This design comes from an exercise in tuning for small area on the open sky130 flow, not from production work. Function was checked by simulation only, so behaviour that the tests miss may differ from the original.

<file path="flow/flow/run.sh">
#!/bin/bash
# Standard ORFS layout with two changes: small port buffers, and a clock tree of small
# buffers without dummy loads.
set -euo pipefail
bash standard.sh \
  "BUFFER_PORTS_ARGS=-buffer_cell sky130_fd_sc_hd__buf_1" \
  "CTS_ARGS=-sink_clustering_enable -repair_clock_nets -buf_list sky130_fd_sc_hd__clkbuf_8 -dont_use_dummy_load" \
  finish > make_finish.log 2>&1
</file>
<file path="flow/standard.sh">
#!/bin/bash
# synth_recipe.tcl (not shown) runs the flow's synth.tcl, then flattens the netlist and writes it again
# the make line also repeats each setting of config.mk as NAME=value (left out here)
make -C /OpenROAD-flow-scripts/flow DESIGN_CONFIG=/design/flow/config.mk WORK_HOME=/design/flow/orfs CLKGATE_MAP_FILE= SYNTH_SCRIPT=/design/flow/synth_recipe.tcl "${@:-finish}"
</file>
<file path="flow/config.mk">
export PLATFORM = sky130hd
export DESIGN_NAME = rgb2ycrcb
export DESIGN_NICKNAME = rgb2ycrcb
export VERILOG_FILES = /design/flow/design.v
export SDC_FILE = /design/flow/constraint.sdc
export NUM_CORES = 4
export LEC_CHECK = 0
export CAP_MARGIN = 20
export CORE_MARGIN = 2
export CORE_UTILIZATION = 75
export GPL_TIMING_DRIVEN = 1
export SLEW_MARGIN = 20
export SYNTH_HIERARCHICAL = 1
export SYNTH_MINIMUM_KEEP_SIZE = 0
</file>
<file path="flow/constraint.sdc">
create_clock -name core_clock -period 6.0 [get_ports {clk}]
set_input_delay 1.2000 -clock core_clock [delete_from_list [all_inputs] [get_ports {clk}]]
set_output_delay 1.2000 -clock core_clock [all_outputs]
set_load 0.01 [all_outputs]
</file>
<file path="flow/design.v">
`timescale 1ns/10ps
module rgb2ycrcb(clk, rst, r, g, b, y, cr, cb);
	input        clk;
	input        rst;
	input  [9:0] r, g, b;
	output reg [9:0] y, cr, cb;
	reg [31:0] pa;
	reg [38:0] pb;
	reg rst1, rst2;
	wire kill = rst | rst1 | rst2;
	wire x1;
	gxn ux1 (.a(r[0]), .b(g[0]), .y(x1));
	wire c2;
	assign c2 = (r[0] | ~g[0]);
	wire i3;
	assign i3 = ~g[1];
	wire s4;
	wire c5;
	fa us4 (.a(r[1]), .b(i3), .c(c2), .s(s4), .co(c5));
	wire i6;
	assign i6 = ~g[2];
	wire s7;
	wire c8;
	fa us7 (.a(r[2]), .b(i6), .c(c5), .s(s7), .co(c8));
	wire i9;
	assign i9 = ~g[3];
	wire s10;
	wire c11;
	fa us10 (.a(r[3]), .b(i9), .c(c8), .s(s10), .co(c11));
	wire i12;
	assign i12 = ~g[4];
	wire s13;
	wire c14;
	fa us13 (.a(r[4]), .b(i12), .c(c11), .s(s13), .co(c14));
	wire i15;
	assign i15 = ~g[5];
	wire s16;
	wire c17;
	fa us16 (.a(r[5]), .b(i15), .c(c14), .s(s16), .co(c17));
	wire i18;
	assign i18 = ~g[6];
	wire s19;
	wire c20;
	fa us19 (.a(r[6]), .b(i18), .c(c17), .s(s19), .co(c20));
	wire i21;
	assign i21 = ~g[7];
	wire s22;
	wire c23;
	fa us22 (.a(r[7]), .b(i21), .c(c20), .s(s22), .co(c23));
	wire i24;
	assign i24 = ~g[8];
	wire s25;
	wire c26;
	fa us25 (.a(r[8]), .b(i24), .c(c23), .s(s25), .co(c26));
	wire i27;
	assign i27 = ~g[9];
	wire s28;
	wire c29;
	fa us28 (.a(r[9]), .b(i27), .c(c26), .s(s28), .co(c29));
	wire x30;
	gxn ux30 (.a(b[0]), .b(g[0]), .y(x30));
	wire c31;
	assign c31 = (b[0] & ~g[0]);
	wire s32;
	wire c33;
	fa us32 (.a(b[1]), .b(i3), .c(c31), .s(s32), .co(c33));
	wire s34;
	wire c35;
	fa us34 (.a(b[2]), .b(i6), .c(c33), .s(s34), .co(c35));
	wire s36;
	wire c37;
	fa us36 (.a(b[3]), .b(i9), .c(c35), .s(s36), .co(c37));
	wire s38;
	wire c39;
	fa us38 (.a(b[4]), .b(i12), .c(c37), .s(s38), .co(c39));
	wire s40;
	wire c41;
	fa us40 (.a(b[5]), .b(i15), .c(c39), .s(s40), .co(c41));
	wire s42;
	wire c43;
	fa us42 (.a(b[6]), .b(i18), .c(c41), .s(s42), .co(c43));
	wire s44;
	wire c45;
	fa us44 (.a(b[7]), .b(i21), .c(c43), .s(s44), .co(c45));
	wire s46;
	wire c47;
	fa us46 (.a(b[8]), .b(i24), .c(c45), .s(s46), .co(c47));
	wire s48;
	wire c49;
	fa us48 (.a(b[9]), .b(i27), .c(c47), .s(s48), .co(c49));
	wire x50;
	gxn ux50 (.a(pa[11]), .b(pa[10]), .y(x50));
	wire c51;
	assign c51 = (pa[11] & ~pa[10]);
	wire s52;
	wire c53;
	fa us52 (.a(pa[12]), .b(pa[11]), .c(c51), .s(s52), .co(c53));
	wire s54;
	wire c55;
	fa us54 (.a(pa[13]), .b(pa[12]), .c(c53), .s(s54), .co(c55));
	wire s56;
	wire c57;
	fa us56 (.a(pa[14]), .b(pa[13]), .c(c55), .s(s56), .co(c57));
	wire s58;
	wire c59;
	fa us58 (.a(pa[15]), .b(pa[14]), .c(c57), .s(s58), .co(c59));
	wire s60;
	wire c61;
	fa us60 (.a(pa[16]), .b(pa[15]), .c(c59), .s(s60), .co(c61));
	wire s62;
	wire c63;
	fa us62 (.a(pa[17]), .b(pa[16]), .c(c61), .s(s62), .co(c63));
	wire s64;
	wire c65;
	fa us64 (.a(pa[18]), .b(pa[17]), .c(c63), .s(s64), .co(c65));
	wire s66;
	wire c67;
	fa us66 (.a(pa[19]), .b(pa[18]), .c(c65), .s(s66), .co(c67));
	wire s68;
	wire c69;
	fa us68 (.a(pa[20]), .b(pa[19]), .c(c67), .s(s68), .co(c69));
	wire x70;
	gx2 ux70 (.a(pa[20]), .b(c69), .y(x70));
	wire c71;
	assign c71 = ~(pa[20] & c69);
	wire c72;
	assign c72 = (pa[1] & pa[10]) | (pa[1] & pa[0]) | (pa[10] & pa[0]);
	wire s73;
	wire c74;
	fa us73 (.a(pa[2]), .b(pa[21]), .c(c72), .s(s73), .co(c74));
	wire c75;
	assign c75 = ~(pa[11] & ~s73);
	wire s76;
	wire c77;
	fa us76 (.a(pa[3]), .b(pa[21]), .c(pa[22]), .s(s76), .co(c77));
	wire i78;
	assign i78 = ~pa[12];
	wire s79;
	wire c80;
	fa us79 (.a(i78), .b(s76), .c(c74), .s(s79), .co(c80));
	wire c81;
	assign c81 = (~c75 & ~s79);
	wire s82;
	wire c83;
	fa us82 (.a(pa[4]), .b(pa[10]), .c(pa[22]), .s(s82), .co(c83));
	wire s84;
	wire c85;
	fa us84 (.a(pa[23]), .b(c77), .c(s82), .s(s84), .co(c85));
	wire i86;
	assign i86 = ~pa[13];
	wire s87;
	wire c88;
	fa us87 (.a(i86), .b(s84), .c(c80), .s(s87), .co(c88));
	wire c89;
	assign c89 = ~(c81 & ~s87);
	wire s90;
	wire c91;
	fa us90 (.a(pa[5]), .b(pa[23]), .c(pa[24]), .s(s90), .co(c91));
	wire i92;
	assign i92 = ~c83;
	wire s93;
	wire c94;
	fa us93 (.a(pa[14]), .b(x50), .c(i92), .s(s93), .co(c94));
	wire i95;
	assign i95 = ~s93;
	wire s96;
	wire c97;
	fa us96 (.a(s90), .b(c85), .c(i95), .s(s96), .co(c97));
	wire c98;
	assign c98 = (s96 & c88) | (s96 & c89) | (c88 & c89);
	wire s99;
	wire c100;
	fa us99 (.a(pa[6]), .b(pa[24]), .c(pa[25]), .s(s99), .co(c100));
	wire s101;
	wire c102;
	fa us101 (.a(pa[15]), .b(s52), .c(c94), .s(s101), .co(c102));
	wire s103;
	wire c104;
	fa us103 (.a(c91), .b(s99), .c(c97), .s(s103), .co(c104));
	wire i105;
	assign i105 = ~s101;
	wire c106;
	assign c106 = (i105 & s103) | (i105 & c98) | (s103 & c98);
	wire x107;
	gx2 ux107 (.a(pa[7]), .b(pa[25]), .y(x107));
	wire c108;
	assign c108 = (~pa[7] | ~pa[25]);
	wire s109;
	wire c110;
	fa us109 (.a(pa[26]), .b(x107), .c(c100), .s(s109), .co(c110));
	wire s111;
	wire c112;
	fa us111 (.a(pa[16]), .b(pa[21]), .c(s54), .s(s111), .co(c112));
	wire i113;
	assign i113 = ~s109;
	wire s114;
	wire c115;
	fa us114 (.a(i113), .b(c102), .c(s111), .s(s114), .co(c115));
	wire i116;
	assign i116 = ~s114;
	wire c117;
	assign c117 = (c104 & i116) | (c104 & c106) | (i116 & c106);
	wire s118;
	wire c119;
	fa us118 (.a(pa[8]), .b(pa[10]), .c(pa[26]), .s(s118), .co(c119));
	wire s120;
	wire c121;
	fa us120 (.a(pa[17]), .b(pa[22]), .c(c108), .s(s120), .co(c121));
	wire s122;
	wire c123;
	fa us122 (.a(pa[27]), .b(s118), .c(c110), .s(s122), .co(c123));
	wire s124;
	wire c125;
	fa us124 (.a(s120), .b(s56), .c(c112), .s(s124), .co(c125));
	wire i126;
	assign i126 = ~s122;
	wire s127;
	wire c128;
	fa us127 (.a(i126), .b(c115), .c(s124), .s(s127), .co(c128));
	wire c129;
	assign c129 = (s127 & ~c117);
	wire s130;
	wire c131;
	fa us130 (.a(pa[11]), .b(pa[18]), .c(pa[23]), .s(s130), .co(c131));
	wire s132;
	wire c133;
	fa us132 (.a(pa[9]), .b(pa[27]), .c(pa[28]), .s(s132), .co(c133));
	wire i134;
	assign i134 = ~s130;
	wire s135;
	wire c136;
	fa us135 (.a(c119), .b(i134), .c(s132), .s(s135), .co(c136));
	wire i137;
	assign i137 = ~s135;
	wire i138;
	assign i138 = ~c123;
	wire s139;
	wire c140;
	fa us139 (.a(c121), .b(i137), .c(i138), .s(s139), .co(c140));
	wire s141;
	wire c142;
	fa us141 (.a(s139), .b(s58), .c(c125), .s(s141), .co(c142));
	wire c143;
	assign c143 = (c128 & s141) | (c128 & c129) | (s141 & c129);
	wire x144;
	gx2 ux144 (.a(pa[0]), .b(pa[12]), .y(x144));
	wire c145;
	assign c145 = ~(pa[0] | pa[12]);
	wire s146;
	wire c147;
	fa us146 (.a(pa[28]), .b(pa[29]), .c(x144), .s(s146), .co(c147));
	wire s148;
	wire c149;
	fa us148 (.a(pa[19]), .b(pa[24]), .c(c131), .s(s148), .co(c149));
	wire s150;
	wire c151;
	fa us150 (.a(c133), .b(s146), .c(c136), .s(s150), .co(c151));
	wire i152;
	assign i152 = ~s150;
	wire s153;
	wire c154;
	fa us153 (.a(s148), .b(i152), .c(c140), .s(s153), .co(c154));
	wire s155;
	wire c156;
	fa us155 (.a(s153), .b(s60), .c(c142), .s(s155), .co(c156));
	wire x157;
	gxn ux157 (.a(s155), .b(c143), .y(x157));
	wire c158;
	assign c158 = ~(s155 & c143);
	wire s159;
	wire c160;
	fa us159 (.a(pa[1]), .b(pa[13]), .c(pa[20]), .s(s159), .co(c160));
	wire s161;
	wire c162;
	fa us161 (.a(pa[29]), .b(pa[30]), .c(c145), .s(s161), .co(c162));
	wire s163;
	wire c164;
	fa us163 (.a(pa[25]), .b(s159), .c(c149), .s(s163), .co(c164));
	wire s165;
	wire c166;
	fa us165 (.a(s161), .b(c147), .c(c151), .s(s165), .co(c166));
	wire i167;
	assign i167 = ~s165;
	wire s168;
	wire c169;
	fa us168 (.a(s163), .b(i167), .c(c154), .s(s168), .co(c169));
	wire s170;
	wire c171;
	fa us170 (.a(s168), .b(s62), .c(c156), .s(s170), .co(c171));
	wire x172;
	gx2 ux172 (.a(s170), .b(c158), .y(x172));
	wire c173;
	assign c173 = (s170 & ~c158);
	wire i174;
	assign i174 = ~c162;
	wire s175;
	wire c176;
	fa us175 (.a(pa[2]), .b(c160), .c(i174), .s(s175), .co(c176));
	wire i177;
	assign i177 = ~c166;
	wire s178;
	wire c179;
	fa us178 (.a(s175), .b(c164), .c(i177), .s(s178), .co(c179));
	wire s180;
	wire c181;
	fa us180 (.a(s178), .b(c169), .c(s64), .s(s180), .co(c181));
	wire s182;
	wire c183;
	fa us182 (.a(c171), .b(s180), .c(c173), .s(s182), .co(c183));
	wire s184;
	wire c185;
	fa us184 (.a(pa[3]), .b(c176), .c(c179), .s(s184), .co(c185));
	wire s186;
	wire c187;
	fa us186 (.a(s184), .b(c181), .c(c183), .s(s186), .co(c187));
	wire s188;
	wire c189;
	fa us188 (.a(pa[4]), .b(c185), .c(c187), .s(s188), .co(c189));
	wire s190;
	wire c191;
	fa us190 (.a(pb[0]), .b(pb[1]), .c(pb[4]), .s(s190), .co(c191));
	wire i192;
	assign i192 = ~pb[2];
	wire i193;
	assign i193 = ~pb[3];
	wire s194;
	wire c195;
	fa us194 (.a(i192), .b(i193), .c(s190), .s(s194), .co(c195));
	wire s196;
	wire c197;
	fa us196 (.a(pb[5]), .b(pb[6]), .c(pb[7]), .s(s196), .co(c197));
	wire s198;
	wire c199;
	fa us198 (.a(pb[8]), .b(c191), .c(s196), .s(s198), .co(c199));
	wire s200;
	wire c201;
	fa us200 (.a(i193), .b(c195), .c(s198), .s(s200), .co(c201));
	wire s202;
	wire c203;
	fa us202 (.a(pb[9]), .b(pb[10]), .c(pb[11]), .s(s202), .co(c203));
	wire s204;
	wire c205;
	fa us204 (.a(pb[12]), .b(c197), .c(s202), .s(s204), .co(c205));
	wire s206;
	wire c207;
	fa us206 (.a(c199), .b(s204), .c(c201), .s(s206), .co(c207));
	wire s208;
	wire c209;
	fa us208 (.a(pb[13]), .b(pb[14]), .c(pb[15]), .s(s208), .co(c209));
	wire s210;
	wire c211;
	fa us210 (.a(pb[16]), .b(pb[17]), .c(c203), .s(s210), .co(c211));
	wire s212;
	wire c213;
	fa us212 (.a(s208), .b(s210), .c(c205), .s(s212), .co(c213));
	wire x214;
	gxn ux214 (.a(s212), .b(c207), .y(x214));
	wire c215;
	assign c215 = ~(s212 & c207);
	wire x216;
	gx2 ux216 (.a(pb[18]), .b(pb[19]), .y(x216));
	wire c217;
	assign c217 = ~(pb[18] | pb[19]);
	wire s218;
	wire c219;
	fa us218 (.a(pb[2]), .b(c209), .c(c211), .s(s218), .co(c219));
	wire s220;
	wire c221;
	fa us220 (.a(pb[20]), .b(x216), .c(c215), .s(s220), .co(c221));
	wire i222;
	assign i222 = ~s220;
	wire s223;
	wire c224;
	fa us223 (.a(s218), .b(c213), .c(i222), .s(s223), .co(c224));
	wire s225;
	wire c226;
	fa us225 (.a(pb[21]), .b(pb[22]), .c(pb[3]), .s(s225), .co(c226));
	wire s227;
	wire c228;
	fa us227 (.a(s225), .b(c219), .c(c224), .s(s227), .co(c228));
	wire i229;
	assign i229 = ~s227;
	wire s230;
	wire c231;
	fa us230 (.a(c217), .b(c221), .c(i229), .s(s230), .co(c231));
	wire s232;
	wire c233;
	fa us232 (.a(pb[23]), .b(pb[24]), .c(c226), .s(s232), .co(c233));
	wire i234;
	assign i234 = ~c231;
	wire s235;
	wire c236;
	fa us235 (.a(s232), .b(c228), .c(i234), .s(s235), .co(c236));
	wire x237;
	gx2 ux237 (.a(pb[25]), .b(c233), .y(x237));
	wire x238;
	gx2 ux238 (.a(x237), .b(c236), .y(x238));
	wire c239;
	assign c239 = ~(~pa[21] & ~pa[22]);
	wire c240;
	assign c240 = (pa[22] & pa[23]) | (pa[22] & c239) | (pa[23] & c239);
	wire c241;
	assign c241 = (pa[23] & pa[24]) | (pa[23] & c240) | (pa[24] & c240);
	wire s242;
	wire c243;
	fa us242 (.a(pa[21]), .b(pa[24]), .c(pa[25]), .s(s242), .co(c243));
	wire c244;
	assign c244 = ~(~s242 & ~c241);
	wire s245;
	wire c246;
	fa us245 (.a(pa[22]), .b(pa[25]), .c(pa[26]), .s(s245), .co(c246));
	wire c247;
	assign c247 = (c243 & s245) | (c243 & c244) | (s245 & c244);
	wire s248;
	wire c249;
	fa us248 (.a(pa[21]), .b(pa[23]), .c(pa[26]), .s(s248), .co(c249));
	wire s250;
	wire c251;
	fa us250 (.a(pa[27]), .b(c246), .c(s248), .s(s250), .co(c251));
	wire c252;
	assign c252 = ~(~s250 & ~c247);
	wire s253;
	wire c254;
	fa us253 (.a(pa[22]), .b(pa[24]), .c(pa[27]), .s(s253), .co(c254));
	wire s255;
	wire c256;
	fa us255 (.a(pa[28]), .b(c249), .c(s253), .s(s255), .co(c256));
	wire c257;
	assign c257 = (c251 & s255) | (c251 & c252) | (s255 & c252);
	wire s258;
	wire c259;
	fa us258 (.a(pa[23]), .b(pa[25]), .c(pa[28]), .s(s258), .co(c259));
	wire s260;
	wire c261;
	fa us260 (.a(pa[29]), .b(c254), .c(s258), .s(s260), .co(c261));
	wire c262;
	assign c262 = (c256 & s260) | (c256 & c257) | (s260 & c257);
	wire s263;
	wire c264;
	fa us263 (.a(pa[10]), .b(pa[24]), .c(pa[26]), .s(s263), .co(c264));
	wire s265;
	wire c266;
	fa us265 (.a(pa[29]), .b(pa[30]), .c(c259), .s(s265), .co(c266));
	wire s267;
	wire c268;
	fa us267 (.a(s263), .b(s265), .c(c261), .s(s267), .co(c268));
	wire c269;
	assign c269 = ~(~s267 & ~c262);
	wire i270;
	assign i270 = ~pa[11];
	wire s271;
	wire c272;
	fa us271 (.a(i270), .b(c264), .c(c266), .s(s271), .co(c272));
	wire s273;
	wire c274;
	fa us273 (.a(s271), .b(c268), .c(c269), .s(s273), .co(c274));
	wire s275;
	wire c276;
	fa us275 (.a(i78), .b(c272), .c(c274), .s(s275), .co(c276));
	wire x277;
	gx2 ux277 (.a(pb[28]), .b(pb[7]), .y(x277));
	wire c278;
	assign c278 = ~(~pb[28] | ~pb[7]);
	wire s279;
	wire c280;
	fa us279 (.a(pb[2]), .b(pb[3]), .c(pb[29]), .s(s279), .co(c280));
	wire x281;
	gxn ux281 (.a(x277), .b(s279), .y(x281));
	wire c282;
	assign c282 = ~(~x277 & ~s279);
	wire s283;
	wire c284;
	fa us283 (.a(pb[1]), .b(pb[11]), .c(pb[3]), .s(s283), .co(c284));
	wire s285;
	wire c286;
	fa us285 (.a(pb[30]), .b(c280), .c(s283), .s(s285), .co(c286));
	wire s287;
	wire c288;
	fa us287 (.a(c278), .b(c282), .c(s285), .s(s287), .co(c288));
	wire x289;
	gx2 ux289 (.a(pb[7]), .b(pb[16]), .y(x289));
	wire c290;
	assign c290 = (~pb[7] | ~pb[16]);
	wire s291;
	wire c292;
	fa us291 (.a(pb[32]), .b(x289), .c(c284), .s(s291), .co(c292));
	wire i293;
	assign i293 = ~pb[31];
	wire s294;
	wire c295;
	fa us294 (.a(i293), .b(s291), .c(c286), .s(s294), .co(c295));
	wire x296;
	gxn ux296 (.a(s294), .b(c288), .y(x296));
	wire c297;
	assign c297 = (~s294 & ~c288);
	wire x298;
	gx2 ux298 (.a(pb[11]), .b(pb[2]), .y(x298));
	wire c299;
	assign c299 = (~pb[11] | ~pb[2]);
	wire s300;
	wire c301;
	fa us300 (.a(x298), .b(c292), .c(c295), .s(s300), .co(c301));
	wire s302;
	wire c303;
	fa us302 (.a(pb[0]), .b(c290), .c(c297), .s(s302), .co(c303));
	wire x304;
	gx2 ux304 (.a(s300), .b(s302), .y(x304));
	wire c305;
	assign c305 = (~s300 & s302);
	wire s306;
	wire c307;
	fa us306 (.a(pb[16]), .b(pb[3]), .c(c301), .s(s306), .co(c307));
	wire s308;
	wire c309;
	fa us308 (.a(pb[5]), .b(c299), .c(c303), .s(s308), .co(c309));
	wire i310;
	assign i310 = ~s306;
	wire s311;
	wire c312;
	fa us311 (.a(i310), .b(c305), .c(s308), .s(s311), .co(c312));
	wire x313;
	gxn ux313 (.a(pb[2]), .b(c307), .y(x313));
	wire c314;
	assign c314 = (~pb[2] | ~c307);
	wire s315;
	wire c316;
	fa us315 (.a(pb[9]), .b(c309), .c(c312), .s(s315), .co(c316));
	wire s317;
	wire c318;
	ha us317 (.a(x313), .b(s315), .s(s317), .co(c318));
	wire s319;
	wire c320;
	fa us319 (.a(pb[14]), .b(c314), .c(c316), .s(s319), .co(c320));
	wire s321;
	wire c322;
	fa us321 (.a(i193), .b(c318), .c(s319), .s(s321), .co(c322));
	wire x323;
	gxn ux323 (.a(pb[19]), .b(c320), .y(x323));
	wire c324;
	assign c324 = ~(pb[19] | c320);
	wire s325;
	wire c326;
	ha us325 (.a(x323), .b(c322), .s(s325), .co(c326));
	wire x327;
	gx2 ux327 (.a(pb[22]), .b(c326), .y(x327));
	wire c328;
	assign c328 = ~(pb[22] | c326);
	wire x329;
	gxn ux329 (.a(c324), .b(x327), .y(x329));
	wire c330;
	assign c330 = (~c324 & ~x327);
	wire x331;
	gx2 ux331 (.a(pb[24]), .b(c328), .y(x331));
	wire x332;
	gxn ux332 (.a(x331), .b(c330), .y(x332));
	wire c333;
	assign c333 = ~(pa[10] | s56);
	wire i334;
	assign i334 = ~s58;
	wire c335;
	assign c335 = (x50 & c333) | (x50 & i334) | (c333 & i334);
	wire i336;
	assign i336 = ~s60;
	wire c337;
	assign c337 = (s52 & c335) | (s52 & i336) | (c335 & i336);
	wire x338;
	gxn ux338 (.a(pa[10]), .b(s54), .y(x338));
	wire c339;
	assign c339 = ~(pa[10] | ~s54);
	wire i340;
	assign i340 = ~s62;
	wire c341;
	assign c341 = (x338 & c337) | (x338 & i340) | (c337 & i340);
	wire s342;
	wire c343;
	fa us342 (.a(pa[11]), .b(c339), .c(s56), .s(s342), .co(c343));
	wire i344;
	assign i344 = ~s64;
	wire c345;
	assign c345 = (s342 & c341) | (s342 & i344) | (c341 & i344);
	wire x346;
	gxn ux346 (.a(pa[21]), .b(pa[12]), .y(x346));
	wire c347;
	assign c347 = (pa[21] | ~pa[12]);
	wire s348;
	wire c349;
	fa us348 (.a(x346), .b(c343), .c(s58), .s(s348), .co(c349));
	wire i350;
	assign i350 = ~s66;
	wire c351;
	assign c351 = (s348 & c345) | (s348 & i350) | (c345 & i350);
	wire x352;
	gx2 ux352 (.a(pa[22]), .b(c347), .y(x352));
	wire c353;
	assign c353 = ~(pa[22] | c347);
	wire s354;
	wire c355;
	fa us354 (.a(pa[13]), .b(x352), .c(s60), .s(s354), .co(c355));
	wire s356;
	wire c357;
	fa us356 (.a(c349), .b(s354), .c(c351), .s(s356), .co(c357));
	wire x358;
	gx2 ux358 (.a(s68), .b(s356), .y(x358));
	wire c359;
	assign c359 = ~(s68 & ~s356);
	wire i360;
	assign i360 = ~pa[23];
	wire s361;
	wire c362;
	fa us361 (.a(i360), .b(pa[14]), .c(c353), .s(s361), .co(c362));
	wire s363;
	wire c364;
	fa us363 (.a(s361), .b(s62), .c(c355), .s(s363), .co(c364));
	wire i365;
	assign i365 = ~x70;
	wire s366;
	wire c367;
	fa us366 (.a(s363), .b(i365), .c(c357), .s(s366), .co(c367));
	wire x368;
	gxn ux368 (.a(c359), .b(s366), .y(x368));
	wire c369;
	assign c369 = ~(~c359 & ~s366);
	wire x370;
	gxn ux370 (.a(pa[24]), .b(pa[15]), .y(x370));
	wire c371;
	assign c371 = ~(pa[24] | ~pa[15]);
	wire s372;
	wire c373;
	fa us372 (.a(x370), .b(c362), .c(s64), .s(s372), .co(c373));
	wire s374;
	wire c375;
	fa us374 (.a(c364), .b(s372), .c(c71), .s(s374), .co(c375));
	wire s376;
	wire c377;
	fa us376 (.a(s374), .b(c367), .c(c369), .s(s376), .co(c377));
	wire s378;
	wire c379;
	fa us378 (.a(c371), .b(c373), .c(c375), .s(s378), .co(c379));
	wire x380;
	gx2 ux380 (.a(pb[9]), .b(pb[6]), .y(x380));
	wire c381;
	assign c381 = (~pb[9] | ~pb[6]);
	wire s382;
	wire c383;
	fa us382 (.a(pb[33]), .b(pb[34]), .c(x380), .s(s382), .co(c383));
	wire x384;
	gx2 ux384 (.a(pb[28]), .b(s382), .y(x384));
	wire c385;
	assign c385 = (pb[28] & ~s382);
	wire s386;
	wire c387;
	fa us386 (.a(pb[14]), .b(pb[10]), .c(pb[35]), .s(s386), .co(c387));
	wire s388;
	wire c389;
	fa us388 (.a(pb[1]), .b(c381), .c(c385), .s(s388), .co(c389));
	wire i390;
	assign i390 = ~s388;
	wire s391;
	wire c392;
	fa us391 (.a(s386), .b(c383), .c(i390), .s(s391), .co(c392));
	wire x393;
	gx2 ux393 (.a(pb[19]), .b(pb[15]), .y(x393));
	wire c394;
	assign c394 = (~pb[19] | ~pb[15]);
	wire s395;
	wire c396;
	fa us395 (.a(x393), .b(c387), .c(c392), .s(s395), .co(c396));
	wire i397;
	assign i397 = ~pb[7];
	wire i398;
	assign i398 = ~c389;
	wire s399;
	wire c400;
	fa us399 (.a(i397), .b(i398), .c(s395), .s(s399), .co(c400));
	wire s401;
	wire c402;
	fa us401 (.a(pb[11]), .b(pb[20]), .c(c394), .s(s401), .co(c402));
	wire i403;
	assign i403 = ~s401;
	wire s404;
	wire c405;
	fa us404 (.a(pb[22]), .b(i403), .c(c396), .s(s404), .co(c405));
	wire x406;
	gxn ux406 (.a(s404), .b(c400), .y(x406));
	wire c407;
	assign c407 = (~s404 & ~c400);
	wire s408;
	wire c409;
	fa us408 (.a(pb[16]), .b(c402), .c(c407), .s(s408), .co(c409));
	wire i410;
	assign i410 = ~s408;
	wire s411;
	wire c412;
	fa us411 (.a(pb[24]), .b(c405), .c(i410), .s(s411), .co(c412));
	wire x413;
	gx2 ux413 (.a(pb[2]), .b(c409), .y(x413));
	wire c414;
	assign c414 = ~(pb[2] | c409);
	wire x415;
	gxn ux415 (.a(x413), .b(c412), .y(x415));
	wire c416;
	assign c416 = (~x413 & ~c412);
	wire x417;
	gx2 ux417 (.a(pb[3]), .b(c414), .y(x417));
	wire x418;
	gxn ux418 (.a(x417), .b(c416), .y(x418));
	wire [9:0] yn = {~x238, s235, ~s230, s223, ~x214, s206, s200, s194, ~pb[27], ~pb[26]};
	wire [9:0] crn = {x332, ~x329, s325, s321, s317, s311, ~x304, ~x296, ~s287, ~x281};
	wire [9:0] cbn = {x418, ~x415, ~s411, ~x406, ~s399, ~s391, ~x384, ~pb[38], ~pb[37], ~pb[36]};
	always @(posedge clk) begin
		rst1 <= rst;
		rst2 <= rst1;
		pa <= {c49, s48, s46, s44, s42, s40, s38, s36, s34, s32, x30, c29, s28, s25, s22, s19, s16, s13, s10, s7, s4, x1, g[9], g[8], g[7], g[6], g[5], g[4], g[3], g[2], g[1], g[0]};
		pb <= {s376, x368, x358, c379, s378, c377, c276, pa[13], s275, s273, pa[25], x172, x157, pa[9], pa[20], pa[8], pa[19], pa[7], c71, pa[18], pa[6], c189, pa[29], x70, pa[17], pa[5], s188, pa[28], s68, pa[16], s186, pa[27], s66, pa[15], s182, pa[31], pa[30], pa[26], pa[14]};
		y  <= yn & {10{~kill}};
		cr <= {1'b0, crn[8:0] & {9{~(kill | crn[9])}}};
		cb <= {1'b0, cbn[8:0] & {9{~(kill | cbn[9])}}};
	end
endmodule
module fa(a, b, c, s, co);
	input a, b, c;
	output s, co;
	assign s = a ^ b ^ c;
	assign co = (a & b) | (a & c) | (b & c);
endmodule
module ha(a, b, s, co);
	input a, b;
	output s, co;
	assign s = a ^ b;
	assign co = a & b;
endmodule
module gx2(a, b, y);
	input a, b;
	output y;
	assign y = a ^ b;
endmodule
module gxn(a, b, y);
	input a, b;
	output y;
	assign y = ~(a ^ b);
endmodule
</file>
==> summary.txt, run 1 <==
register area -> 0.00202 mm^2
synth top area cells -> fa_1, dfxtp_1, xor2_1, inv_1, xnor2_1
H-tree lvl count -> 3
count of hold buffers inserted by post-cts repair -> 0
slowest cell on the critical path -> fa_1
Max Slew Vio Count -> 0
Initial Util -> 0.763
DR WL/cell -> 18.8 um
Post-Synthesis Cells -> 419
Fmax -> 0.173 GHz
critical path, cell by cell -> inv_2 > nor2_1 > fa_1 > fa_1 > fa_1 > fa_2 > fa_1 > fa_1 > fa_2 > fa_1 > nor2b_1 > a21oi_1 > a21oi_1 > fa_1 > fa_1 > or2_2 > fa_1
Worst-Skew Late Latency -> 370 ps
Crit path largest cell delay -> 580 ps
first-pass GRT wire length -> 18500 um
RSZ-0062 raised after global routing -> no
DRT antenna net count -> 0
Synth area leader -> fa_1
Inst Count DP -> 582
Synth cell types -> 31
count of state elements after synthesis -> 101
CTS Root Cell -> clkbuf_8
Final #Nets -> 664
Hold WS -> 342 ps
Placer Congestion -> 0.937
die height -> 92.2 um
GRT overflow -> 0
Final Setup Violations -> 0
crit path max fanout -> 6
clock tree from TritonCTS -> built
clk buf depth -> 2
fill count -> 442
CP arrival -> 6030 ps
I/O Buffers -> 59
fraction of registers with async set/reset -> 0
Reg clk slew, reported paths -> 90 ps
yosys warns -> 7
ant diodes -> 0
DP HPWL -> 9370 um
area occupied by multi-input gates -> 0.00364 mm^2
Worst-Margin Slew -> 731 ps
vias per inst -> 5.39
All-Layer GR Usage -> 0.302
Post-synth EDFFs -> 0
Synth Area per Inst -> 13.9 um^2
post-synthesis sequential area ratio -> 0.346
clk_skew -> 33.3 ps
minimum clock period -> 5800 ps
CORE AREA -> 0.00765 mm^2
Vias -> 3193
final std cells w/o fill -> 592
top_reg_cell synth -> dfxtp_1
Final Cycle Share -> 0.966
status -> no timing/DRC/antenna violations
largest net degree at the start of global routing -> 19
CTS Sinks -> 101
final wirelength -> 11100 um
Post-route DRC -> 0
initial antenna violation count -> 0
FP Rows -> 32
setup tns final -> 0 ps
Final Cell Area -> 0.00634 mm^2
Mapped Area -> 0.00584 mm^2
Max-slew headroom -> 0.509
Critical Setup Path Class -> reg -> reg
Critical Path RT -> 6240 ps
drt pass-1 iters -> 5
CTS Buf Count -> 9
DIE AREA -> 0.00851 mm^2
layout cells sized above 1 -> 0.0531
Synth top area share -> 0.473
commonest non-fill, non-tap cell in the layout -> fa_1
DRT iter0 DRCs -> 154
I/O pins -> 62
Critical Path Source Type -> flip-flop
Placement Cell Area -> 0.00621 mm^2
area grow syn2layout -> 8.66%
most frequent CP cell -> fa_1
CP Capture Type -> flip-flop
number of max-cap violations -> 0
HP Class -> reg -> reg
commonest cells after routing, fill and taps aside -> fa_1, dfxtp_1, buf_1
die width -> 92.2 um
final hold vios -> 0
vias in the first global route -> 3780
registers in the layout, indices dropped and copies added, names as in the netlist:
| signal | count |
|---|---|
| cb | 9 |
| cr | 9 |
| pa | 32 |
| pb | 39 |
| rst1 | 1 |
| rst2 | 1 |
| y | 10 |
per-layer routing:
metal	up-vias	global-route usage	routed length, um
met1	1635	0.368	4100
met5	-	0.0256	0
met3	35	0.0624	663
li1	1399	-	-
met2	124	0.520	5930
met4	0	0.138	429
worst max-delay path: cells and delay by family, from the launching register on:
family | cells | cell delay, ps
flops | 1 | 380
compound gates | 2 | 220
simple gates | 3 | 430
fa+ha+maj | 11 | 4570
buf+inv | 1 | 90
through the flow:
step,setup slack (ps),utilization
after floorplan,310,-
after global placement,233,0.812
after detailed placement,113,0.812
after CTS,68.9,0.828
after global routing,18.7,0.830
final,205,0.830
cells in the mapped netlist, types with 4 or more instances:
cell type	count
nor2_1	33
nor3_1	4
nand2b_1	6
xnor2_1	18
nand2_1	10
dfxtp_1	101
and2_1	10
inv_1	42
fa_1	138
xor2_1	20
nor2b_1	8
kinds of logic (layout without fill, tap and decap cells):
kind of cell,after synthesis,count (layout),synth area share
buf+inv,46,116,0.0309
flops,101,101,0.346
fa+ha+maj,144,144,0.485
compound gates,13,13,0.0174
other cells,1,2,0.000642
simple gates,76,76,0.0628
xor+xnor,38,38,0.0570
cell type report:
cell class | count | area share
clock buffers | 9 | 0.0195
repair buffers | 65 | 0.0420
well taps | 102 | 0.0201
flip-flops and latches | 101 | 0.319
multi-input cells | 273 | 0.575
inverters | 42 | 0.0249
worst paths after layout:
| check | startpoint | end | slack [ps] | cells past startpoint |
|---|---|---|---|---|
| hold / removal | pa[31]$_DFF_P_ | pb[3]$_DFF_P_ | 340 | 0 |
| hold reg to reg | pa[31]$_DFF_P_ | pb[3]$_DFF_P_ | 340 | 0 |
| setup / recovery | pa[11]$_DFF_P_ | pb[38]$_DFF_P_ | 200 | 17 |
| setup reg to reg | pa[11]$_DFF_P_ | pb[38]$_DFF_P_ | 200 | 17 |
modules after synthesis (local to each module, per instance):
module | area (um^2) | cells | flip-flops and latches
gx2 | 8.76 | 1 | 0
rgb2ycrcb | 2720 | 241 | 101
gxn | 8.76 | 1 | 0
fa | 20.0 | 1 | 0
ha | 12.5 | 1 | 0
timing repair:
item	CTS	global route
endpoints found under the setup margin	0	2
setup buffers	0	1
resized for setup	0	4
==> run 2: changes to the inputs <==
--- a/flow/config.mk
+++ b/flow/config.mk
@@ -8,7 +8,7 @@
 export CAP_MARGIN = 20
 export CORE_MARGIN = 2
 export CORE_UTILIZATION = 75
-export GPL_TIMING_DRIVEN = 1
+export GPL_TIMING_DRIVEN = 0
 export SLEW_MARGIN = 20
 export SYNTH_HIERARCHICAL = 1
 export SYNTH_MINIMUM_KEEP_SIZE = 0
==> summary.txt, run 2 <==
Critical Path RT -> 6240 ps (about the same)
Post-Synthesis Cells -> 419 (unchanged)
worst hold path startpoint -> pa[31]$_DFF_P_ (unchanged)
CP Capture Type -> flip-flop (unchanged)
final wirelength -> 11100 um (about the same)
commonest non-fill, non-tap cell in the layout -> fa_1 (unchanged)
die width -> 92.2 um (unchanged)
FP Rows -> 32 (unchanged)
Biggest register -> pb (unchanged)
RSZ-0062 raised after global routing -> yes (was no)
crit path max fanout -> 6 (unchanged)
final hold vios -> 0 (unchanged)
clk buf depth -> 2 (unchanged)
first-pass GRT wire length -> 18300 um (was 18500 um)
Setup Buffers After CTS -> 0 (unchanged)
DRT iter0 DRCs -> 121 (was 154)
Final Cycle Share -> 0.983 (was 0.966)
Fmax -> 0.170 GHz (was 0.173 GHz)
post-synthesis sequential area ratio -> 0.346 (unchanged)
CTS Buf Count -> 9 (unchanged)
Critical Setup Path Class -> reg -> reg (unchanged)
ant diodes -> 0 (unchanged)
top_reg_cell synth -> dfxtp_1 (unchanged)
Final #Nets -> 662 (was 664)
Initial Util -> 0.763 (unchanged)
minimum clock period -> 5900 ps (was 5800 ps)
post_cts resized -> 1 (was 0)
area grow syn2layout -> 8.27% (was 8.66%)
commonest cells after routing, fill and taps aside -> fa_1, dfxtp_1, buf_1 (unchanged)
DR WL/cell -> 18.9 um (was 18.8 um)
Critical Path Source Type -> flip-flop (unchanged)
max reg flops -> 39 (unchanged)
fill count -> 443 (was 442)
count of hold buffers inserted by post-cts repair -> 0 (unchanged)
biggest regs -> pb x39, pa x32, y x10 (unchanged)
Synth cell types -> 31 (unchanged)
I/O Buffers -> 59 (unchanged)
final std cells w/o fill -> 590 (was 592)
met3 GRT Util -> 0.0616 (was 0.0624)
initial antenna violation count -> 0 (unchanged)
GRT overflow -> 0 (unchanged)
vias per inst -> 5.43 (was 5.39)
Vias -> 3205 (was 3193)
I/O pins -> 62 (unchanged)
DP HPWL -> 9360 um (was 9370 um)
Final Setup Violations -> 0 (unchanged)
met1 usage -> 0.356 (was 0.368)
GRT met2 Usage -> 0.543 (was 0.520)
DRT antenna net count -> 0 (unchanged)
layout cells sized above 1 -> 0.0451 (was 0.0531)
Worst-Margin Slew -> 775 ps (was 731 ps)
count of state elements after synthesis -> 101 (unchanged)
drt pass-1 iters -> 4 (was 5)
HP Class -> reg -> reg (unchanged)
CP arrival -> 6130 ps (was 6030 ps)
yosys warns -> 7 (unchanged)
Placer Congestion -> 0.977 (was 0.937)
CORE AREA -> 0.00765 mm^2 (unchanged)
area occupied by multi-input gates -> 0.00364 mm^2 (about the same)
Max-slew headroom -> 0.479 (was 0.509)
Reg2Reg Depth -> 17 (unchanged)
Mapped Area -> 0.00584 mm^2 (unchanged)
reg2reg end -> pb[38]$_DFF_P_ (unchanged)
Synth Area per Inst -> 13.9 um^2 (unchanged)
Reg-to-Reg Start -> pa[11]$_DFF_P_ (unchanged)
Inst Count DP -> 581 (was 582)
largest net degree at the start of global routing -> 19 (unchanged)
die height -> 92.2 um (unchanged)
hold path cells -> 0 (unchanged)
CTS Root Cell -> clkbuf_8 (unchanged)
clock tree from TritonCTS -> built (unchanged)
synth top area cells -> fa_1, dfxtp_1, xor2_1, inv_1, xnor2_1 (unchanged)
vias in the first global route -> 3691 (was 3780)
Synth area leader -> fa_1 (unchanged)
status -> no timing/DRC/antenna violations (unchanged)
most common library cells after synthesis -> fa_1, dfxtp_1, inv_1 (unchanged)
Post-route DRC -> 0 (unchanged)
busiest grt layer -> met2 (unchanged)
DIE AREA -> 0.00851 mm^2 (unchanged)
Reg clk slew, reported paths -> 100 ps (was 90 ps)
All-Layer GR Usage -> 0.300 (was 0.302)
number of max-cap violations -> 0 (unchanged)
Hold EP -> pb[3]$_DFF_P_ (unchanged)
FF-to-FF setup slack -> 100 ps (was 200 ps)
setup tns final -> 0 ps (unchanged)
Max Slew Vio Count -> 0 (unchanged)
clk_skew -> 33.1 ps (was 33.3 ps)
top-count cell post-synth -> fa_1 (unchanged)
CTS Sinks -> 101 (unchanged)
Worst-Skew Late Latency -> 370 ps (about the same)
Synth top area share -> 0.473 (unchanged)
Post-synth EDFFs -> 0 (unchanged)
register area -> 0.00203 mm^2 (was 0.00202 mm^2)
H-tree lvl count -> 3 (unchanged)
fraction of registers with async set/reset -> 0 (unchanged)
-- run 2: changes by cell type in the layout (fill, tap and decap cells not counted), sizes merged --
cell	previous run	this run
clkbuf	9	11
buf	65	61
-- run 2: worst max path at each step --
| stage | start | end | slack [ps] |
|---|---|---|---|
| final | pa[11]$_DFF_P_ | pb[38]$_DFF_P_ | 100 |
| after global routing | pa[11]$_DFF_P_ | pb[38]$_DFF_P_ | -70 |
| after CTS | pa[11]$_DFF_P_ | pb[38]$_DFF_P_ | 8 |
| after detailed placement | pa[10]$_DFF_P_ | pb[38]$_DFF_P_ | -110 |
| after global placement | pa[10]$_DFF_P_ | pb[38]$_DFF_P_ | 10 |
| after floorplan | pa[10]$_DFF_P_ | pb[38]$_DFF_P_ | 310 |
-- run 2: kinds of logic (layout without fill, tap and decap cells) --
| kind of cell | count (synthesis) | in the layout | share of synthesized area |
|---|---|---|---|
| AO/OA/AOI/OAI | 13 | 13 | 0.0174 |
| XOR/XNOR | 38 | 38 | 0.0570 |
| adder cells (fa/ha/maj) | 144 | 144 | 0.485 |
| buffers and inverters | 46 | 114 | 0.0309 |
| flip-flops | 101 | 101 | 0.346 |
| other | 1 | 2 | 0.000642 |
| AND/OR/NAND/NOR | 76 | 76 | 0.0628 |
-- run 2: stage by stage --
stage | setup slack (ps) | area [um^2] | utilization | hold WS (ps)
4_1_cts | 8.35 | 6320 | 0.826 | 319
3_5_place_dp | -113 | 6190 | 0.810 | 323
2_1_floorplan | 310 | 5840 | - | 310
6_report | 103 | 6320 | 0.827 | 319
3_3_place_gp | 14.6 | 6190 | 0.810 | 333
5_1_grt | -67.5 | 6320 | 0.827 | 322
-- run 2: worst max-delay path, stage by stage, from the launching register on --
cell	delay, ps
dfxtp_2	390
inv_2	100
nor2_1	70
fa_1	390
fa_1	410
fa_1	390
fa_1	410
fa_1	410
fa_1	400
fa_1	390
fa_1	560
nor2b_1	60
a21oi_1	110
a21oi_1	90
fa_1	390
fa_1	480
or2_2	320
fa_1	430
-- run 2: area by class of cell --
| type | instances | area share |
|---|---|---|
| Tap cell | 102 | 0.0202 |
| Clock buffer | 9 | 0.0196 |
| Timing Repair Buffer | 59 | 0.0350 |
| Buffer | 4 | 0.00356 |
| Inverter | 42 | 0.0249 |
| Multi-Input combinational cell | 273 | 0.576 |
| Sequential cell | 101 | 0.321 |
-- run 2: per-layer routing --
| layer | up-vias | routed length (um) |
|---|---|---|
| met5 | - | 0 |
| met4 | 0 | 429 |
| met3 | 28 | 615 |
| met2 | 138 | 6060 |
| met1 | 1643 | 4020 |
| li1 | 1396 | - |
-- run 2: per-module statistics from Yosys (local to each module, per instance) --
module | cells | flops+latches | times used | cell area (um^2)
gxn | 1 | 0 | 18 | 8.76
fa | 1 | 0 | 138 | 20.0
rgb2ycrcb | 241 | 101 | 1 | 2720
gx2 | 1 | 0 | 20 | 8.76
ha | 1 | 0 | 2 | 12.5
==> run 3: changes to the inputs <==
--- a/flow/config.mk
+++ b/flow/config.mk
@@ -5,6 +5,7 @@
 export SDC_FILE = /design/flow/constraint.sdc
 export NUM_CORES = 4
 export LEC_CHECK = 0
+export ABC_CLOCK_PERIOD_IN_PS = 20000
 export CAP_MARGIN = 20
 export CORE_MARGIN = 2
 export CORE_UTILIZATION = 75
==> summary.txt, run 3 <==
final std cells w/o fill -> 590 (unchanged)
Reg-to-Reg Start -> pa[11]$_DFF_P_ (unchanged)
layout cells sized above 1 -> 0.0451 (unchanged)
I/O Buffers -> 59 (unchanged)
CP arrival -> 6130 ps (about the same)
Setup Buffers After CTS -> 0 (unchanged)
DRT antenna net count -> 0 (unchanged)
Initial Util -> 0.763 (unchanged)
max reg flops -> 39 (unchanged)
CP Capture Type -> flip-flop (unchanged)
Biggest register -> pb (unchanged)
Fmax -> 0.170 GHz (unchanged)
crit path max fanout -> 6 (unchanged)
initial antenna violation count -> 0 (unchanged)
Worst-Skew Late Latency -> 370 ps (about the same)
area grow syn2layout -> 8.27% (unchanged)
most common library cells after synthesis -> fa_1, dfxtp_1, inv_1 (unchanged)
CTS Sinks -> 101 (unchanged)
DIE AREA -> 0.00851 mm^2 (unchanged)
biggest regs -> pb x39, pa x32, y x10 (unchanged)
Max-slew headroom -> 0.479 (unchanged)
top_reg_cell synth -> dfxtp_1 (unchanged)
Post-route DRC -> 0 (unchanged)
critical path, cell by cell -> inv_2 > nor2_1 > fa_1 > fa_1 > fa_1 > fa_1 > fa_1 > fa_1 > fa_1 > fa_1 > nor2b_1 > a21oi_1 > a21oi_1 > fa_1 > fa_1 > or2_2 > fa_1 (unchanged)
post_cts resized -> 1 (unchanged)
critical path's top delay family -> adder cells (unchanged)
synth top area cells -> fa_1, dfxtp_1, xor2_1, inv_1, xnor2_1 (unchanged)
slowest cell on the critical path -> fa_1 (unchanged)
Final Cycle Share -> 0.983 (unchanged)
most frequent CP cell -> fa_1 (unchanged)
Inst Count DP -> 581 (unchanged)
pre-CTS setup slack -> -113 ps (unchanged)
yosys warns -> 7 (unchanged)
CTS Root Cell -> clkbuf_8 (unchanged)
Worst-Margin Slew -> 775 ps (unchanged)
drt pass-1 iters -> 4 (unchanged)
die width -> 92.2 um (unchanged)
commonest non-fill, non-tap cell in the layout -> fa_1 (unchanged)
clk_skew -> 33.1 ps (unchanged)
Synth cell types -> 31 (unchanged)
Reg2Reg Depth -> 17 (unchanged)
top-count cell post-synth -> fa_1 (unchanged)
CP endpoint -> pb[38]$_DFF_P_ (unchanged)
DR WL/cell -> 18.9 um (unchanged)
Max Slew Vio Count -> 0 (unchanged)
Post-synth EDFFs -> 0 (unchanged)
count of state elements after synthesis -> 101 (unchanged)
CTS Buf Count -> 9 (unchanged)
Vias -> 3205 (unchanged)
reg2reg end -> pb[38]$_DFF_P_ (unchanged)
DRT iter0 DRCs -> 121 (unchanged)
vias in the first global route -> 3691 (unchanged)
critical path depth -> 17 (unchanged)
final wirelength -> 11100 um (unchanged)
I/O pins -> 62 (unchanged)
Synth Area per Inst -> 13.9 um^2 (unchanged)
Final #Nets -> 662 (unchanged)
Synth area leader -> fa_1 (unchanged)
first-pass GRT wire length -> 18300 um (unchanged)
FF-to-FF setup slack -> 100 ps (about the same)
All-Layer GR Usage -> 0.300 (unchanged)
fill count -> 443 (unchanged)
ant diodes -> 0 (unchanged)
Synth top area share -> 0.473 (unchanged)
Critical Setup Path Class -> reg -> reg (unchanged)
Critical Path RT -> 6240 ps (about the same)
vias per inst -> 5.43 (unchanged)
clock tree from TritonCTS -> built (unchanged)
H-tree lvl count -> 3 (unchanged)
count of hold buffers inserted by post-cts repair -> 0 (unchanged)
post-synthesis sequential area ratio -> 0.346 (unchanged)
RSZ-0062 raised after global routing -> yes (unchanged)
post-route setup slack -> 103 ps (unchanged)
Critical Path Source Type -> flip-flop (unchanged)
DP HPWL -> 9360 um (unchanged)
status -> no timing/DRC/antenna violations (unchanged)
FP Rows -> 32 (unchanged)
commonest cells after routing, fill and taps aside -> fa_1, dfxtp_1, buf_1 (unchanged)
CP bufs+invs -> 1 (unchanged)
Reg clk slew, reported paths -> 100 ps (about the same)
Final Setup Violations -> 0 (unchanged)
fraction of registers with async set/reset -> 0 (unchanged)
clk buf depth -> 2 (unchanged)
Worst setup startpoint -> pa[11]$_DFF_P_ (unchanged)
HP Class -> reg -> reg (unchanged)
die height -> 92.2 um (unchanged)
Placer Congestion -> 0.977 (unchanged)
number of max-cap violations -> 0 (unchanged)
CORE AREA -> 0.00765 mm^2 (unchanged)
minimum clock period -> 5900 ps (unchanged)
Crit path largest cell delay -> 560 ps (about the same)
Post-Synthesis Cells -> 419 (unchanged)
final hold vios -> 0 (unchanged)
largest net degree at the start of global routing -> 19 (unchanged)
GRT overflow -> 0 (unchanged)
Mapped Area -> 0.00584 mm^2 (unchanged)
==> run 3: per-module statistics from Yosys, one instance, submodules excluded <==
module	copies in the design	cells	area, um^2	flops+latches
rgb2ycrcb	1	241	2720	101
fa	138	1	20.0	0
ha	2	1	12.5	0
gxn	18	1	8.76	0
gx2	20	1	8.76	0
==> run 3: worst reg2reg max path, delay by kind of cell (launching register included) <==
kind / cells / cell delay [ps]
buffers and inverters: 1 / 110
DFF: 1 / 390
and+or+nand+nor: 3 / 450
AOI/OAI and AO/OA: 2 / 200
adders and majority gates: 11 / 4660
==> run 3: cells by family (layout without fill, tap and decap cells) <==
group | count (synthesis) | count (layout) | share of synthesized area
buffers and inverters | 46 | 114 | 0.0309
adders and majority gates | 144 | 144 | 0.485
DFF | 101 | 101 | 0.346
AOI/OAI and AO/OA | 13 | 13 | 0.0174
and+or+nand+nor | 76 | 76 | 0.0628
xor gates and xnor gates | 38 | 38 | 0.0570
other | 1 | 2 | 0.000642
==> run 3: final cells by class <==
type / count / area [um^2] / area share
Multi-Input combinational cell: 273 / 3640 / 0.576
Timing Repair Buffer: 59 / 221 / 0.0350
Tap cell: 102 / 128 / 0.0202
Clock buffer: 9 / 124 / 0.0196
Buffer: 4 / 22.5 / 0.00356
Sequential cell: 101 / 2030 / 0.321
Inverter: 42 / 158 / 0.0249
==> run 3: through the flow <==
stage	TNS [ps]	hold slack [ps]	cell area, um^2	util
detailed placement	-146	323	6190	0.810
floorplan	0	310	5840	-
global route	-67.5	322	6320	0.827
CTS	0	319	6320	0.826
finish	0	319	6320	0.827
global placement	0	333	6190	0.810
==> run 3: worst min path at each step <==
stage	start	endpoint	cells past startpoint
after detailed placement	pa[31]$_DFF_P_	pb[3]$_DFF_P_	0
after CTS	pa[31]$_DFF_P_	pb[3]$_DFF_P_	0
final	pa[31]$_DFF_P_	pb[3]$_DFF_P_	0
after floorplan	pa[31]$_DFF_P_	pb[3]$_DFF_P_	0
after global routing	pa[31]$_DFF_P_	pb[3]$_DFF_P_	0
after global placement	pa[31]$_DFF_P_	pb[3]$_DFF_P_	0
==> run 3: layer usage <==
layer	wire (um)	vias up	share of wire	GRT usage
met5	0	-	0	0
met4	429	0	0.039	0.114
met3	615	28	0.055	0.0616
met2	6060	138	0.54	0.543
met1	4020	1643	0.36	0.356
li1	-	1396	-	-
==> run 4: changes to the inputs <==
--- a/flow/config.mk
+++ b/flow/config.mk
@@ -5,10 +5,9 @@
 export SDC_FILE = /design/flow/constraint.sdc
 export NUM_CORES = 4
 export LEC_CHECK = 0
-export ABC_CLOCK_PERIOD_IN_PS = 20000
 export CAP_MARGIN = 20
 export CORE_MARGIN = 2
-export CORE_UTILIZATION = 75
+export CORE_UTILIZATION = 80
 export GPL_TIMING_DRIVEN = 0
 export SLEW_MARGIN = 20
 export SYNTH_HIERARCHICAL = 1
==> summary.txt, run 4 <==
status -> no timing/DRC/antenna violations (unchanged)
CTS Root Cell -> clkbuf_8 (unchanged)
CP arrival -> 6030 ps (was 6130 ps)
Setup Buffers After CTS -> 0 (unchanged)
CTS Sinks -> 101 (unchanged)
CP Capture Type -> flip-flop (unchanged)
area occupied by multi-input gates -> 0.00365 mm^2 (was 0.00364 mm^2)
Placer Congestion -> 0.978 (was 0.977)
clk buf depth -> 2 (unchanged)
DIE AREA -> 0.00800 mm^2 (was 0.00851 mm^2)
Critical Path Source Type -> flip-flop (unchanged)
post-route setup slack -> 204 ps (was 103 ps)
Synth top area share -> 0.473 (unchanged)
post-synthesis sequential area ratio -> 0.346 (unchanged)
top_reg_cell synth -> dfxtp_1 (unchanged)
Max-slew headroom -> 0.486 (was 0.479)
Critical Setup Path Class -> reg -> reg (unchanged)
Max Slew Vio Count -> 0 (unchanged)
FP Rows -> 31 (was 32)
Post-route DRC -> 0 (unchanged)
crit path max fanout -> 7 (was 6)
Post-synth EDFFs -> 0 (unchanged)
max reg flops -> 39 (unchanged)
Critical Path RT -> 6240 ps (about the same)
DRT iter0 DRCs -> 184 (was 121)
Reg clk slew, reported paths -> 110 ps (was 100 ps)
first-pass GRT wire length -> 19100 um (was 18300 um)
Worst-Skew Late Latency -> 370 ps (about the same)
most common library cells after synthesis -> fa_1, dfxtp_1, inv_1 (unchanged)
largest net degree at the start of global routing -> 21 (was 19)
fill count -> 331 (was 443)
Synth area leader -> fa_1 (unchanged)
Reg-to-Reg Start -> pa[12]$_DFF_P_ (was pa[11]$_DFF_P_)
ant diodes -> 0 (unchanged)
vias per inst -> 5.69 (was 5.43)
top-count cell post-synth -> fa_1 (unchanged)
initial antenna violation count -> 0 (unchanged)
final wirelength -> 12200 um (was 11100 um)
DR WL/cell -> 20.9 um (was 18.9 um)
Final Cell Area -> 0.00633 mm^2 (was 0.00632 mm^2)
CORE AREA -> 0.00718 mm^2 (was 0.00765 mm^2)
worst hold path startpoint -> pa[31]$_DFF_P_ (unchanged)
Worst-Margin Slew -> 765 ps (was 775 ps)
commonest non-fill, non-tap cell in the layout -> fa_1 (unchanged)
GRT overflow -> 0 (unchanged)
DRT antenna net count -> 0 (unchanged)
number of max-cap violations -> 0 (unchanged)
final core utilization -> 0.882 (was 0.827)
fraction of registers with async set/reset -> 0 (unchanged)
vias in the first global route -> 3775 (was 3691)
Placement Cell Area -> 0.00619 mm^2 (about the same)
die width -> 89.4 um (was 92.2 um)
Mapped Area -> 0.00584 mm^2 (unchanged)
clock tree from TritonCTS -> built (unchanged)
All-Layer GR Usage -> 0.346 (was 0.300)
setup tns final -> 0 ps (unchanged)
Synth Area per Inst -> 13.9 um^2 (unchanged)
Vias -> 3339 (was 3205)
Final Setup Violations -> 0 (unchanged)
layout cells sized above 1 -> 0.0533 (was 0.0451)
commonest cells after routing, fill and taps aside -> fa_1, dfxtp_1, buf_1 (unchanged)
count of state elements after synthesis -> 101 (unchanged)
Worst setup startpoint -> pa[12]$_DFF_P_ (was pa[11]$_DFF_P_)
Final Cycle Share -> 0.966 (was 0.983)
CTS Buf Count -> 9 (unchanged)
count of hold buffers inserted by post-cts repair -> 0 (unchanged)
drt pass-1 iters -> 4 (unchanged)
minimum clock period -> 5800 ps (was 5900 ps)
biggest regs -> pb x39, pa x32, y x10 (unchanged)
final hold vios -> 0 (unchanged)
register area -> 0.00203 mm^2 (about the same)
Fmax -> 0.173 GHz (was 0.170 GHz)
Biggest register -> pb (unchanged)
I/O pins -> 62 (unchanged)
clk_skew -> 37.6 ps (was 33.1 ps)
H-tree lvl count -> 3 (unchanged)
DP HPWL -> 9680 um (was 9360 um)
pre-CTS setup slack -> -110 ps (was -113 ps)
I/O Buffers -> 59 (unchanged)
Initial Util -> 0.814 (was 0.763)
yosys warns -> 7 (unchanged)
Post-Synthesis Cells -> 419 (unchanged)
Synth cell types -> 31 (unchanged)
HP Class -> reg -> reg (unchanged)
Final #Nets -> 662 (unchanged)
synth top area cells -> fa_1, dfxtp_1, xor2_1, inv_1, xnor2_1 (unchanged)
die height -> 89.4 um (was 92.2 um)
area grow syn2layout -> 8.42% (was 8.27%)
==> run 4: worst paths after layout <==
path,endpoint,slack (ps),cells past startpoint
worst max-delay path,pb[38]$_DFF_P_,200,15
worst min register to register,pb[3]$_DFF_P_,340,0
worst max register to register,pb[38]$_DFF_P_,200,15
worst min-delay path,pb[3]$_DFF_P_,340,0
==> run 4: what timing repair did <==
item,4_1_cts,5_1_grt
resized for setup,2,8
cloned,0,0
endpoints found under the setup margin,2,6
pin swaps,0,1
==> run 4: worst max-delay path, cell delays in order (launching register included) <==
cell,delay (ps)
dfxtp_1,450
fa_1,500
fa_2,360
fa_1,420
fa_2,380
fa_1,410
fa_2,360
fa_2,350
fa_1,600
nor2b_1,60
a21oi_1,110
a21oi_1,90
fa_1,390
fa_1,480
or2_2,320
fa_1,420
==> run 4: cell type report <==
cell class | instances | share of cell area
clock buffer | 9 | 0.0196
buffer | 4 | 0.00356
tap | 99 | 0.0196
multi-input combinational | 273 | 0.577
sequential | 101 | 0.321
timing repair buffer | 59 | 0.0350
inverter | 42 | 0.0249
==> run 4: per-stage QoR <==
step                      cells  hold slack, ps
after floorplan             420             310
final                       587             342
after global placement      578             329
after CTS                   587             347
after global routing        587             356
after detailed placement    578             321
==> run 4: per-module statistics from Yosys, one instance, submodules excluded <==
module / cells / area, um^2 / flip-flops and latches
gxn: 1 / 8.76 / 0
rgb2ycrcb: 241 / 2720 / 101
gx2: 1 / 8.76 / 0
fa: 1 / 20.0 / 0
ha: 1 / 12.5 / 0
==> run 4: logic make-up after synthesis <==
logic type,Yosys count,share of synthesized area
buf+inv,46,0.0309
simple gates,76,0.0628
flops,101,0.346
other cells,1,0.000642
compound gates,13,0.0174
fa+ha+maj,144,0.485
xor+xnor,38,0.0570
==> run 4: routing by layer <==
layer | share of wire | track usage
met5 | 0 | 0
met4 | 0.044 | 0.176
met3 | 0.075 | 0.0905
met2 | 0.55 | 0.603
met1 | 0.33 | 0.396

re-timing with driven ports:
No port has a modelled driver above. Below, the same layouts with a new extraction and two added sets of constraints. Step 1 (the two cells are an assumption about what drives the block):
set clk [get_ports {clk}]
set_driving_cell -lib_cell sky130_fd_sc_hd__clkbuf_16 $clk
set_driving_cell -lib_cell sky130_fd_sc_hd__buf_2 [delete_from_list [all_inputs] $clk]
Step 2, shift: input delay + t, output delay - t, t = (earliest + latest rising clock arrival at the registers) / 2. This alone moves slack from input paths to output paths. a / b / c = ideal ports / drivers / drivers and shift; a / b = the first two.
run | shift t [ns] | setup slack, ns | worst setup path after step 2
run 1 | 0.380 | 0.205 / 0.205 / 0.205 | register to register
run 2 | 0.380 | 0.103 / 0.103 / 0.103 | register to register
run 3 | 0.380 | 0.103 / 0.103 / 0.103 | register to register
run 4 | 0.385 | 0.204 / 0.204 / 0.204 | register to register
After both steps every run listed still meets setup and hold.
